Background: an optimization exercise with open tools, aiming at small area and a short achievable clock period. Do not read the settings as production practice. RTL that was checked went through simulation tests only; none was proved equivalent to the original.

== run 1 ==
## pipelined_iir
module pipelined_iir(clk, reset, x, y);
  input wire clk, reset;
  input wire signed [31:0] x;
  output wire signed [31:0] y;
  reg [31:0] xr;    
  reg [43:0] qr;    
  reg [45:0] rq3;    
  reg [34:0] rx5;    
  wire [63:0] t;
  wire [43:0] q = t[63:20];
  reg [63:0] w11;   
  reg [4:0] wc11;  
  reg [63:0] w10;   
  reg [4:0] wc10;  
  reg [63:0] w9;   
  reg [4:0] wc9;  
  reg [63:0] w8;   
  reg [4:0] wc8;  
  reg [63:0] w7;   
  reg [4:0] wc7;  
  reg [63:0] w6;   
  reg [4:0] wc6;  
  reg [63:0] w5;   
  reg [4:0] wc5;  
  reg [63:0] w4;   
  reg [4:0] wc4;  
  reg [63:0] w3;   
  reg [4:0] wc3;  
  reg [63:0] w2;   
  reg [4:0] wc2;  
  reg [63:0] s1;    
  wire n1 = q[1] ^ q[0];
  wire n2 = q[2] ^ q[1];
  wire n3 = q[3] ^ q[2];
  wire n4 = q[4] ^ q[3];
  wire n5 = q[5] ^ q[4];
  wire n6 = q[6] ^ q[5];
  wire n7 = q[7] ^ q[6];
  wire n8 = q[8] ^ q[7];
  wire n9 = q[9] ^ q[8];
  wire n10 = q[10] ^ q[9];
  wire n11 = q[11] ^ q[10];
  wire n12 = q[12] ^ q[11];
  wire n13 = q[13] ^ q[12];
  wire n14 = q[14] ^ q[13];
  wire n15 = q[15] ^ q[14];
  wire n16 = q[16] ^ q[15];
  wire n17 = q[17] ^ q[16];
  wire n18 = q[18] ^ q[17];
  wire n19 = q[19] ^ q[18];
  wire n20 = q[20] ^ q[19];
  wire n21 = q[21] ^ q[20];
  wire n22 = q[22] ^ q[21];
  wire n23 = q[23] ^ q[22];
  wire n24 = q[24] ^ q[23];
  wire n25 = q[25] ^ q[24];
  wire n26 = q[26] ^ q[25];
  wire n27 = q[27] ^ q[26];
  wire n28 = q[28] ^ q[27];
  wire n29 = q[29] ^ q[28];
  wire n30 = q[30] ^ q[29];
  wire n31 = q[31] ^ q[30];
  wire n32 = q[32] ^ q[31];
  wire n33 = q[33] ^ q[32];
  wire n34 = q[34] ^ q[33];
  wire n35 = q[35] ^ q[34];
  wire n36 = q[36] ^ q[35];
  wire n37 = q[37] ^ q[36];
  wire n38 = q[38] ^ q[37];
  wire n39 = q[39] ^ q[38];
  wire n40 = q[40] ^ q[39];
  wire n41 = q[41] ^ q[40];
  wire n42 = q[42] ^ q[41];
  ...
clock: 32.0 ns
lec_check: 0
cap_margin: 40
core_margin: 2
core_utilization: 60
cts_cluster_diameter: 100
cts_cluster_size: 20
place_density: 0.8
slew_margin: 40
synth_hierarchical: 1
synth_minimum_keep_size: 0
tns_end_percent: 0
standard.sh (not shown) runs the stock make flow with config.mk's settings and CLKGATE_MAP_FILE= SYNTH_SCRIPT=/design/flow/synth_recipe.tcl, a recipe that flattens the netlist after the stock synthesis.
==> flow/flow/run.sh <==
#!/bin/bash
set -euo pipefail
export SETUP_SLACK_MARGIN=16
bash standard.sh MATCH_CELL_FOOTPRINT=0 IO_CONSTRAINTS=$PWD/flow/io.tcl finish > standard.log 2>&1
==> flow/flow/io.tcl <==
# data pins in one ordered group on the bottom edge: y[i] next to the x bits that feed it most
set_io_pin_constraint -group -order -region bottom:* -pin_names {x[0] x[1] x[2] x[3] x[4] x[5] x[6] x[7] x[8] x[9] x[10] y[0] x[11] y[1] x[12] y[2] x[13] y[3] x[14] y[4] x[15] y[5] x[16] y[6] x[17] y[7] x[18] y[8] x[19] y[9] x[20] y[10] x[21] y[11] x[22] y[12] x[23] y[13] x[24] y[14] x[25] y[15] x[26] y[16] x[27] y[17] x[28] y[18] x[29] y[19] x[30] y[20] x[31] y[21] y[22] y[23] y[24] y[25] y[26] y[27] y[28] y[29] y[30] y[31]}
Every stage of the flow completed for run 1, and the final layout passed the timing, DRC and antenna checks.
--- input diff run 1..run 2 ---
==> flow/flow/run.sh <==
#!/bin/bash
set -euo pipefail
export SETUP_SLACK_MARGIN=16
bash standard.sh MATCH_CELL_FOOTPRINT=0 IO_CONSTRAINTS=$PWD/flow/io.tcl  finish > standard.log 2>&1
--- outcome ---
Comparing run 1 against run 2, there is no change at all in synthesized area.
Looking at run 1 and run 2, the final area is a wash.
Looking at run 1 and run 2, the number of top-level pins is a wash.
[compare] base=run 1 new=run 2: area of the die held steady; wire length per cell after detailed routing held steady.
Sequential cell count: run 2 vs run 1 identical
Edits applied to the flow inputs when going from run 2 to run 3:
- a change of CTS_CLUSTER_DIAMETER from 100 to 140
--- outcome ---
- Run 3 | status: complete | timing, DRC, antenna: pass
- [compare] base=run 2 new=run 3: final wirelength now sits at about the same level, setup slack now sits lower, clock period minus worst slack now sits higher.
Relative to run 3, the following input files were edited for run 4:
- changing CTS_CLUSTER_DIAMETER from 140 to 100
- changing CTS_CLUSTER_SIZE from 20 to 24
Summary of the comparison: wire length of the first global-routing pass is higher in run 4, relative to run 3. On final area, the lower figure sits with run 3, not run 4.

========
Setup of v6:
Another version of the RTL of pipelined_iir (not shown whole).
For scale: ~11000 cells after synthesis, about 830 flip-flops, about 66 I/O pins, about 150000 um2 of cells after synthesis.
Settings: LEC_CHECK=0, CAP_MARGIN=40, CORE_MARGIN=2, CORE_UTILIZATION=60, PLACE_DENSITY=0.8, SLEW_MARGIN=40, SYNTH_HIERARCHICAL=1, SYNTH_MINIMUM_KEEP_SIZE=0, TNS_END_PERCENT=0; clock period 32.0 ns.
==> flow/flow/run.sh <==
#!/bin/bash
set -euo pipefail
export SETUP_SLACK_MARGIN=16
bash standard.sh MATCH_CELL_FOOTPRINT=0 IO_CONSTRAINTS=$PWD/flow/io.tcl finish > standard.log 2>&1
Scripts as last shown in full above: flow/flow/io.tcl
#### Input delta (v7 over v6)
==> flow/flow/run.sh <==
#!/bin/bash
set -euo pipefail
export SETUP_SLACK_MARGIN=16
bash standard.sh MATCH_CELL_FOOTPRINT=0 IO_CONSTRAINTS=$PWD/flow/io.tcl  finish > standard.log 2>&1
Findings:
Final standard cell utilization of the core: v6 vs v7 identical
From v6 to v7, synthesized cell count did not move at all.
As far as setup slack goes, v6 and v7 are indistinguishable; the numbers are identical.
From v6 to v7 the numbers moved as follows: fraction of the mapped netlist area in compound gates level, number of I/O port buffers level.

========
Another version of the RTL of pipelined_iir (not shown whole).
Size in the first run: ~830 flip-flops, ~150,000 sq um of cells after synthesis.
==> flow/config.mk <==
export PLATFORM = sky130hd
export DESIGN_NAME = pipelined_iir
export DESIGN_NICKNAME = pipelined_iir
export VERILOG_FILES = /design/flow/design.v
export SDC_FILE = /design/flow/constraint.sdc
export NUM_CORES = 8
export LEC_CHECK = 0
export CAP_MARGIN = 40
export CORE_MARGIN = 2
export CORE_UTILIZATION = 45
export PLACE_DENSITY = 0.75
export SLEW_MARGIN = 40
export SYNTH_HIERARCHICAL = 1
export SYNTH_MINIMUM_KEEP_SIZE = 0
export TNS_END_PERCENT = 5
==> flow/constraint.sdc <==
create_clock -name core_clock -period 32.0 [get_ports {clk}]
set_input_delay 6.4000 -clock core_clock [delete_from_list [all_inputs] [get_ports {clk}]]
set_output_delay 6.4000 -clock core_clock [all_outputs]
set_load 0.01 [all_outputs]
==> flow/flow/run.sh <==
#!/bin/bash
set -euo pipefail
export SETUP_SLACK_MARGIN=16
bash standard.sh MATCH_CELL_FOOTPRINT=0   finish > standard.log 2>&1
The starting point completed without violations.
Change:
TNS_END_PERCENT = unset   (was 5)
After rerunning: The new run ran to the end with no violations; sequential cell count does not change; non-clock buffer count came out higher by 93; global-route usage shrinks by 0.38 points.
Function was not checked in any run of this note: the RTL went through the layout flow alone.

========
pipelined_iir, a different RTL version from the one above (not shown whole).
Size in the first run: about 830 flip-flops.
## pipelined_iir
module pipelined_iir(clk, reset, x, y);
  input wire clk, reset;
  input wire signed [31:0] x;
  output wire signed [31:0] y;
  reg [31:0] xr;    
  reg [43:0] qr;    
  wire [63:0] t;
  wire [43:0] q = t[63:20];
  reg [63:0] w11;   
  reg [4:0] wc11;  
  reg [63:0] w10;   
  reg [4:0] wc10;  
  reg [63:0] w9;   
  reg [4:0] wc9;  
  reg [63:0] w8;   
  reg [4:0] wc8;  
  reg [63:0] w7;   
  reg [4:0] wc7;  
  reg [63:0] w6;   
  reg [4:0] wc6;  
  reg [63:0] w5;   
  reg [4:0] wc5;  
  reg [63:0] w4;   
  reg [4:0] wc4;  
  reg [63:0] w3;   
  reg [4:0] wc3;  
  reg [63:0] w2;   
  reg [4:0] wc2;  
  reg [63:0] s1;    
  wire n1 = qr[1] ^ qr[0];
  wire n2 = qr[2] ^ qr[1];
  wire n3 = qr[3] ^ qr[2];
  wire n4 = qr[4] ^ qr[3];
  wire n5 = qr[5] ^ qr[4];
  wire n6 = qr[6] ^ qr[5];
  wire n7 = qr[7] ^ qr[6];
  wire n8 = qr[8] ^ qr[7];
  wire n9 = qr[9] ^ qr[8];
  wire n10 = qr[10] ^ qr[9];
  wire n11 = qr[11] ^ qr[10];
  wire n12 = qr[12] ^ qr[11];
  wire n13 = qr[13] ^ qr[12];
  wire n14 = qr[14] ^ qr[13];
  wire n15 = qr[15] ^ qr[14];
  wire n16 = qr[16] ^ qr[15];
  wire n17 = qr[17] ^ qr[16];
  wire n18 = qr[18] ^ qr[17];
  wire n19 = qr[19] ^ qr[18];
  wire n20 = qr[20] ^ qr[19];
  wire n21 = qr[21] ^ qr[20];
  wire n22 = qr[22] ^ qr[21];
  wire n23 = qr[23] ^ qr[22];
  wire n24 = qr[24] ^ qr[23];
  wire n25 = qr[25] ^ qr[24];
  wire n26 = qr[26] ^ qr[25];
  wire n27 = qr[27] ^ qr[26];
  wire n28 = qr[28] ^ qr[27];
  wire n29 = qr[29] ^ qr[28];
  wire n30 = qr[30] ^ qr[29];
  wire n31 = qr[31] ^ qr[30];
  wire n32 = qr[32] ^ qr[31];
  wire n33 = qr[33] ^ qr[32];
  wire n34 = qr[34] ^ qr[33];
  wire n35 = qr[35] ^ qr[34];
  wire n36 = qr[36] ^ qr[35];
  wire n37 = qr[37] ^ qr[36];
  wire n38 = qr[38] ^ qr[37];
  wire n39 = qr[39] ^ qr[38];
  wire n40 = qr[40] ^ qr[39];
  wire n41 = qr[41] ^ qr[40];
  wire n42 = qr[42] ^ qr[41];
  wire n43 = qr[43] ^ qr[42];
  ...
==> flow/config.mk <==
export PLATFORM = sky130hd
export DESIGN_NAME = pipelined_iir
export DESIGN_NICKNAME = pipelined_iir
export VERILOG_FILES = /design/flow/design.v
export SDC_FILE = /design/flow/constraint.sdc
export NUM_CORES = 8
export LEC_CHECK = 0
export CAP_MARGIN = 40
export CORE_MARGIN = 2
export CORE_UTILIZATION = 70
export PLACE_DENSITY = 0.8
export SLEW_MARGIN = 40
export SYNTH_HIERARCHICAL = 1
export SYNTH_MINIMUM_KEEP_SIZE = 0
==> flow/constraint.sdc <==
create_clock -name core_clock -period 32.0 [get_ports {clk}]
set_input_delay 6.4000 -clock core_clock [delete_from_list [all_inputs] [get_ports {clk}]]
set_output_delay 6.4000 -clock core_clock [all_outputs]
set_load 0.01 [all_outputs]
Scripts as last shown in full above: flow/flow/run.sh
The first run completed without violations.
Then changed:
CORE_UTILIZATION = 45   (was 70)
GPL_TIMING_DRIVEN = 0   (was default)
PLACE_DENSITY = 0.75   (was 0.8)
The new run ran to the end with no violations.
Cell count goes up by 12%.
Via count goes down by 5.5%.
Cell area goes up by 5.4%.
No functional check of the RTL was part of any run of this note.

========
main:
Starting RTL as in the previous note.
Settings: LEC_CHECK=0, CAP_MARGIN=40, CORE_MARGIN=2, CORE_UTILIZATION=60, PLACE_DENSITY=0.8, SLEW_MARGIN=40, SYNTH_HIERARCHICAL=1, SYNTH_MINIMUM_KEEP_SIZE=0, TNS_END_PERCENT=0; clock period 32.0 ns.
==> flow/flow/run.sh <==
#!/bin/bash
set -euo pipefail
export SETUP_SLACK_MARGIN=17
bash standard.sh MATCH_CELL_FOOTPRINT=0 IO_CONSTRAINTS=$PWD/flow/io.tcl  finish > standard.log 2>&1
Scripts as last shown in full above: flow/flow/io.tcl
Every stage of the flow completed for main, and the final layout passed the timing, DRC and antenna checks.
Setup changes, main to the feature branch
==> flow/flow/run.sh <==
#!/bin/bash
set -euo pipefail
export SETUP_SLACK_MARGIN=16
bash standard.sh MATCH_CELL_FOOTPRINT=0 IO_CONSTRAINTS=$PWD/flow/io.tcl  finish > standard.log 2>&1
Notes after the runs:
In terms of initial antenna violation count, main and the feature branch differ only marginally.
Diff main..the feature branch | gate count after technology mapping | unchanged
No run of this note included a check of the RTL's function; only the layout flow was run.

========
red:
Another version of the RTL of pipelined_iir (not shown whole).
Size: roughly 830 flip-flops, ~66 I/O pins.
Design pipelined_iir, start of the top module:
module pipelined_iir(clk, reset, x, y);
  input wire clk, reset;
  input wire signed [31:0] x;
  output wire signed [31:0] y;
  reg [31:0] xr;    
  reg [43:0] qr;    
  wire [63:0] t;
  wire [43:0] q = t[63:20];
  reg [63:0] w11;   
  reg [4:0] wc11;  
  reg [63:0] w10;   
  reg [4:0] wc10;  
  reg [63:0] w9;   
  reg [4:0] wc9;  
  reg [63:0] w8;   
  reg [4:0] wc8;  
  reg [63:0] w7;   
  reg [4:0] wc7;  
  reg [63:0] w6;   
  reg [4:0] wc6;  
  reg [63:0] w5;   
  reg [4:0] wc5;  
  reg [63:0] w4;   
  reg [4:0] wc4;  
  reg [63:0] w3;   
  reg [4:0] wc3;  
  reg [63:0] w2;   
  reg [4:0] wc2;  
  reg [63:0] s1;    
  wire n1 = qr[1] ^ qr[0];
  wire n2 = qr[2] ^ qr[1];
  wire n3 = qr[3] ^ qr[2];
  wire n4 = qr[4] ^ qr[3];
  wire n5 = qr[5] ^ qr[4];
  wire n6 = qr[6] ^ qr[5];
  wire n7 = qr[7] ^ qr[6];
  wire n8 = qr[8] ^ qr[7];
  wire n9 = qr[9] ^ qr[8];
  wire n10 = qr[10] ^ qr[9];
  wire n11 = qr[11] ^ qr[10];
  wire n12 = qr[12] ^ qr[11];
  wire n13 = qr[13] ^ qr[12];
  wire n14 = qr[14] ^ qr[13];
  wire n15 = qr[15] ^ qr[14];
  wire n16 = qr[16] ^ qr[15];
  wire n17 = qr[17] ^ qr[16];
  wire n18 = qr[18] ^ qr[17];
  wire n19 = qr[19] ^ qr[18];
  wire n20 = qr[20] ^ qr[19];
  wire n21 = qr[21] ^ qr[20];
  wire n22 = qr[22] ^ qr[21];
  wire n23 = qr[23] ^ qr[22];
  wire n24 = qr[24] ^ qr[23];
  wire n25 = qr[25] ^ qr[24];
  wire n26 = qr[26] ^ qr[25];
  wire n27 = qr[27] ^ qr[26];
  wire n28 = qr[28] ^ qr[27];
  wire n29 = qr[29] ^ qr[28];
  wire n30 = qr[30] ^ qr[29];
  ...
clock: 32.0 ns
lec_check: 0
cap_margin: 40
core_margin: 2
core_utilization: 45
slew_margin: 40
synth_hierarchical: 1
synth_minimum_keep_size: 0
==> flow/flow/run.sh <==
#!/bin/bash
set -euo pipefail
export SETUP_SLACK_MARGIN=15
bash standard.sh MATCH_CELL_FOOTPRINT=0 finish > standard.log 2>&1
The inputs of blue differ from those of red as listed below.
==> flow/flow/run.sh <==
#!/bin/bash
set -euo pipefail
export SETUP_SLACK_MARGIN=16
bash standard.sh MATCH_CELL_FOOTPRINT=0 finish > standard.log 2>&1
==> comparison <==
Compared to red, blue has endpoint arrival time on the critical path 0.21 ns lower. Looking only at achievable frequency, and setting everything else aside, the higher value of blue and red goes to blue. Utilization after layout of red is on par with blue. Per the comparison of blue with red, largest net degree at the start of global routing decreased by about 12% relative to the old numbers, final cell count barely changed, layout-stage area growth over the synthesis result barely changed, design area now sits at about the same level, share of the clock period used by the worst path fell by 0.64 points. blue against red: max-slew headroom at the worst pin down 1.2 points, global-route usage decreased 1.0 points.
Function was not checked in any run of this note: the RTL went through the layout flow alone.

static timing again, ports no longer ideal:
No port has a modelled driver above. Below, the same layouts with a new extraction and two added sets of constraints. Step 1 assumes that a clkbuf_16 drives the clock port and a buf_2 every other input. Step 2 also shifts input and output timing later by t, the mid clock arrival at the registers, as if the neighbouring blocks saw the same clock. Slacks: no drivers / after step 1 / after step 2; pairs: no drivers / after step 1.
| run | t, ns | setup WS [ns] | cell pins on the clock port's net |
|---|---|---|---|
| run 1 | 0.903 | 15.600 / 15.567 / 14.841 | 1 |
| run 2 | 0.903 | 15.600 / 15.567 / 14.841 | 1 |
| run 3 | 0.935 | 15.584 / 15.542 / 14.831 | 1 |
| run 4 | 0.904 | 15.600 / 15.549 / 14.875 | 1 |
| v6 | 0.957 | 15.485 / 15.452 / 15.452 | 1 |
| v7 | 0.957 | 15.485 / 15.452 / 15.452 | 1 |
| the first run of note 3 | 0.962 | 15.194 / 15.151 / 15.151 | 1 |
| the second run of note 3 | 0.932 | 15.188 / 15.011 / 15.011 | 1 |
| the first run of note 4 | 0.970 | 15.272 / 15.222 / 15.222 | 1 |
| the second run of note 4 | 0.907 | 14.495 / 14.213 / 14.213 | 1 |
| main | 0.961 | 15.274 / 15.217 / 15.217 | 1 |
| the feature branch | 0.961 | 15.274 / 15.217 / 15.217 | 1 |
| red | 1.040 | 14.980 / 14.951 / 14.852 | 1 |
| blue | 1.036 | 15.186 / 15.123 / 15.123 | 1 |
After both steps setup and hold are still met in every run listed.
